Context: an optimization exercise on an open-source flow, tuned for small area. The choices shown serve that exercise and are no tape-out recipe.
The RTL was checked by simulation tests, not by an equivalence proof against the original design.

==> flow/design.v <==
module lcd_ctrl (
    input  wire       clk,
    input  wire       rst_n,
    output reg  [3:0] xhi,
    output reg  [6:0] xlo,
    output reg  [9:0] y,
    output wire       de,
    output wire       hs,
    output wire       vs
);
    wire xlo_end  = xlo[6] & xlo[5] & xlo[1] & xlo[0];           
    wire line_end = xhi[3] & xhi[1] & xlo[6] & xlo[0];           
    wire [7:0] xlo_c;
    wire [6:0] xlo_inc;
    wire [4:0] xhi_c;
    wire [3:0] xhi_inc;
    assign xlo_c[0] = 1'b1;
    assign xhi_c[0] = xlo_end;
    genvar i;
    generate
        for (i = 0; i < 7; i = i + 1) begin : g_xlo
            assign xlo_inc[i]  = xlo[i] ^ xlo_c[i];
            assign xlo_c[i+1]  = xlo[i] & xlo_c[i];
        end
        for (i = 0; i < 4; i = i + 1) begin : g_xhi
            assign xhi_inc[i]  = xhi[i] ^ xhi_c[i];
            assign xhi_c[i+1]  = xhi[i] & xhi_c[i];
        end
    endgenerate
    always @(posedge clk or negedge rst_n) begin
        if (!rst_n) begin
            xhi <= 4'd10;                                         
            xlo <= 7'd10;
        end else begin
            xhi <= {xhi_inc[3] & ~line_end, xhi_inc[2],
                    xhi_inc[1] & ~line_end, xhi_inc[0]};
            xlo <= {xlo_inc[6] & ~(xlo_end | line_end),
                    xlo_inc[5] & ~xlo_end,
                    xlo_inc[4:3],
                    xlo_inc[2] & ~xlo_end,
                    xlo_inc[1] & ~line_end,
                    xlo_inc[0]};
        end
    end
    wire h_end     = xhi[3] & xhi[1] & ~xlo[6] & ~xlo[5] & ~xlo[4] &
                     xlo[3] & ~xlo[2] & ~xlo[1] & xlo[0];          
    wire frame_end = y[9] & y[2] & y[1] & y[0];                   
    wire y_wrap    = h_end & frame_end;
    wire [10:0] y_c;
    wire [9:0]  y_inc;
    assign y_c[0] = h_end;
    generate
        for (i = 0; i < 10; i = i + 1) begin : g_y
            assign y_inc[i] = y[i] ^ y_c[i];
            assign y_c[i+1] = y[i] & y_c[i];
        end
    endgenerate
    always @(posedge clk or negedge rst_n) begin
        if (!rst_n)
            y <= 10'd493;                                         
        else
            y <= {y_inc[9] & ~y_wrap, y_inc[8:4], y_inc[3] & ~y_wrap, y_inc[2:0]};
    end
    wire h_sync = xhi[3] & xhi[1] & ~xlo[6] & ~xlo[5] &
                  ((~xlo[4] & xlo[3] & (xlo[2] | xlo[1])) | (xlo[4] & ~xlo[3] & ~xlo[2]));
    wire v_sync = ~y[9] & y[8] & y[7] & y[6] & y[5] &
                  ((~y[4] & y[3] & y[2] & (y[1] | y[0])) |
                   (y[4] & ~y[3] & ~y[2] & ~y[1] & ~y[0]));
    assign hs = ~h_sync;
    assign vs = ~v_sync;
    assign de = ~xhi[3] & ~y[9] & ~(y[8] & y[7] & y[6] & y[5]);
endmodule
module lcd_data (
    input  wire        clk,
    input  wire        rst_n,
    input  wire [3:0]  xhi,
    input  wire [9:0]  y,
    input  wire        de,
    output wire [4:0]  r,
    output wire [5:0]  g,
    output wire [4:0]  b
);
    localparam [19:0] S_LAST  = 20'b10001111111110000001;
    localparam [19:0] S_JUMP  = 20'b00100000000100000010;
    localparam [19:0] S_JUMP0 = 20'b00000000000000000010;
    reg [2:0]  ph;
    reg [19:0] s;
    wire s_last = (s == S_LAST);
    wire s_fb   = ~(s[19] ^ s[16]);
    wire [3:0] ph_c;
    wire [2:0] ph_inc;
    assign ph_c[0] = s_last;
    genvar i;
    generate
        for (i = 0; i < 3; i = i + 1) begin : g_ph
            assign ph_inc[i] = ph[i] ^ ph_c[i];
            assign ph_c[i+1] = ph[i] & ph_c[i];
        end
    endgenerate
    always @(posedge clk or negedge rst_n) begin
        if (!rst_n) begin
            ph <= 3'd7;                                          
            s  <= S_LAST;
        end else begin
            ph <= ph_inc;
            s  <= {s[18:0], s_fb} ^ (s_last ? ((ph == 3'd7) ? S_JUMP0 : S_JUMP) : 20'd0);
        end
    end
    reg  [18:0] acc;
    wire [19:0] acc_c;
    wire [18:0] acc_sum;
    assign acc_c[0] = 1'b0;
    generate
        for (i = 0; i < 9; i = i + 1) begin : g_acc_fa
            assign acc_sum[i]  = acc[i] ^ y[i] ^ acc_c[i];
            assign acc_c[i+1]  = (acc[i] & y[i]) | (acc_c[i] & (acc[i] ^ y[i]));
        end
        for (i = 9; i < 19; i = i + 1) begin : g_acc_ha
            assign acc_sum[i]  = acc[i] ^ acc_c[i];
            assign acc_c[i+1]  = acc[i] & acc_c[i];
        end
    endgenerate
    always @(posedge clk)
        acc <= acc_sum & {19{~xhi[3]}};
    wire [6:0] yy = y[8:2];
    wire hr = (yy < 7'd15) | ((yy >= 7'd45) & (yy < 7'd60)) | ((yy >= 7'd75) & (yy < 7'd105));
    wire hg = ((yy >= 7'd15) & (yy < 7'd30)) | ((yy >= 7'd45) & (yy < 7'd60)) |
              ((yy >= 7'd75) & (yy < 7'd90)) | (yy >= 7'd105);
    wire hb = ((yy >= 7'd30) & (yy < 7'd60)) | (yy >= 7'd90);
    wire ph0 = (ph == 3'd0);
    wire ph1 = (ph == 3'd1);
    wire ph2 = (ph == 3'd2);
    wire ph3 = (ph == 3'd3);
    wire ph4 = (ph == 3'd4);
    wire ph5 = (ph == 3'd5);
    wire ph6 = (ph == 3'd6);
    wire ph7 = (ph == 3'd7);
    wire cr = ph7 | (ph3 & ~(xhi[2] ^ xhi[1] ^ xhi[0])) | (ph4 & ~xhi[2] & hr);
    wire cg = ph0 | ph6 | (ph3 & xhi[0]) | (ph4 & (xhi[2] | hg));
    wire cb = ph0 | ph5 | (ph3 & xhi[1]) | (ph4 & (xhi[2] | hb));
    wire mul  = de & ph1;
    wire gray = de & ph2;
    assign r = ({5{mul}} & {2'b00, acc[18:16]}) | ({5{gray}} & y[4:0]) | {5{de & cr}};
    assign g = ({6{mul}} & acc[13:8])          | ({6{gray}} & y[5:0]) | {6{de & cg}};
    assign b = ({5{mul}} & acc[4:0])           | ({5{gray}} & y[4:0]) | {5{de & cb}};
endmodule
module rgblcd_top (
        input           clk,
        input           rst_n,
        output [4:0]    LCD_R,
        output [5:0]    LCD_G,
        output [4:0]    LCD_B,
        output          lcd_de,
        output          lcd_hsync,
        output          lcd_vsync,
        output          lcd_bl
    );
    localparam [17:0] R_START  = 18'b101001010110111110;
    localparam [17:0] R_END_LO = 18'b011100001011111111;
    localparam [17:0] R_END_HI = 18'b010100101011011111;
    localparam [17:0] R_JUMP   = 18'b000000010010000000;
    reg        bl;
    reg [17:0] rs;
    wire r_end = (rs == (bl ? R_END_HI : R_END_LO));
    wire r_fb  = ~(rs[17] ^ rs[6]);
    always @(posedge clk or negedge rst_n) begin
        if (!rst_n) begin
            bl <= 1'b0;
            rs <= R_START;
        end else begin
            bl <= bl ^ r_end;
            rs <= {rs[16:0], r_fb} ^ ((r_end & ~bl) ? R_JUMP : 18'd0);
        end
    end
    assign lcd_bl = bl;
    wire [3:0] xhi;
    wire [6:0] xlo;
    wire [9:0] y;
    lcd_ctrl lcd_ctrl_inst (
        .clk   (clk),
        .rst_n (rst_n),
        .xhi   (xhi),
        .xlo   (xlo),
        .y     (y),
        .de    (lcd_de),
        .hs    (lcd_hsync),
        .vs    (lcd_vsync)
    );
    lcd_data lcd_data_inst (
        .clk   (clk),
        .rst_n (rst_n),
        .xhi   (xhi),
        .y     (y),
        .de    (lcd_de),
        .r     (LCD_R),
        .g     (LCD_G),
        .b     (LCD_B)
    );
endmodule
clock: 10.0 ns
lec_check: 0
abc_area: 1
cap_margin: 20
core_margin: 2
core_utilization: 40
slew_margin: 20
standard.sh (not shown) runs the stock make flow with config.mk's settings and CLKGATE_MAP_FILE= SYNTH_SCRIPT=/design/flow/synth_recipe.tcl, a recipe that flattens the netlist after the stock synthesis.
==> flow/flow/run.sh <==
#!/bin/bash
# Standard ORFS layout, with three changes to how cells are chosen:
#  - synthesis maps logic with an area-oriented ABC script (abc_area.script
#    here) and without the full/half-adder extraction;
#  - input and output ports are buffered with buf_1;
#  - clock tree synthesis uses small clock buffers and no dummy loads.
set -euo pipefail
W=$PWD
rm -rf "$W/scripts_mod"
cp -r "$FLOW_HOME/scripts" "$W/scripts_mod"
cp "$W/flow/abc_area.script" "$W/scripts_mod/abc_area.script"
export SCRIPTS_DIR="$W/scripts_mod"
export ADDER_MAP_FILE=
export BUFFER_PORTS_ARGS="-buffer_cell sky130_fd_sc_hd__buf_1"
export CTS_ARGS="-sink_clustering_enable -repair_clock_nets -dont_use_dummy_load -root_buf sky130_fd_sc_hd__clkbuf_8 -buf_list {sky130_fd_sc_hd__clkbuf_8} -sink_clustering_size 50 -sink_clustering_max_diameter 300"
bash standard.sh > "$W/standard.log" 2>&1
==> flow/flow/abc_area.script <==
strash
&get -n
&deepsyn -T 30
&put
amap -m
topo
The starting point passed the timing, design-rule and antenna checks.
Edit:
--- a/flow/flow/run.sh
+++ b/flow/flow/run.sh
@@ -13,4 +13,4 @@
 export ADDER_MAP_FILE=
 export BUFFER_PORTS_ARGS="-buffer_cell sky130_fd_sc_hd__buf_1"
-export CTS_ARGS="-sink_clustering_enable -repair_clock_nets -dont_use_dummy_load -root_buf sky130_fd_sc_hd__clkbuf_8 -buf_list {sky130_fd_sc_hd__clkbuf_8} -sink_clustering_size 50 -sink_clustering_max_diameter 300"
+export CTS_ARGS="-repair_clock_nets -dont_use_dummy_load -root_buf sky130_fd_sc_hd__clkbuf_16 -buf_list {sky130_fd_sc_hd__clkbuf_16}"
 bash standard.sh > "$W/standard.log" 2>&1
Result: First-iteration DRC count stays the same; worst hold slack is about the same; final area rises by a few percent; register-to-register slack gets worse by 0.02 ns; via count increases slightly; global-route usage increases by 0.44 points; worst setup slack gets better by 0.0050 ns; die area stays the same.

## port drivers added, routing unchanged
The flow's constraints put no driver on any port. The routed layouts listed below were extracted and timed again, unchanged, in two steps.
Step 1, drivers: a clkbuf_16 drives clk and a buf_2 each remaining input, both assumed.
Step 2 adds t to the input delays and takes it off the output delays; t is the mean of the earliest and latest rising clock arrival at the registers after step 1. Input paths then give back, and output paths get back, about the clock's delay inside the block.
a / b / c = ideal ports / drivers / drivers and shift; a / b = the first two.
| run | shift t [ns] | setup slack, ns | cell pins on the clock port's net |
|---|---|---|---|
| the first run | 0.357 | 4.969 / 4.939 / 5.296 | 1 |
| the second run | 0.357 | 4.974 / 4.936 / 5.293 | 1 |
After both steps every run listed still meets setup and hold.
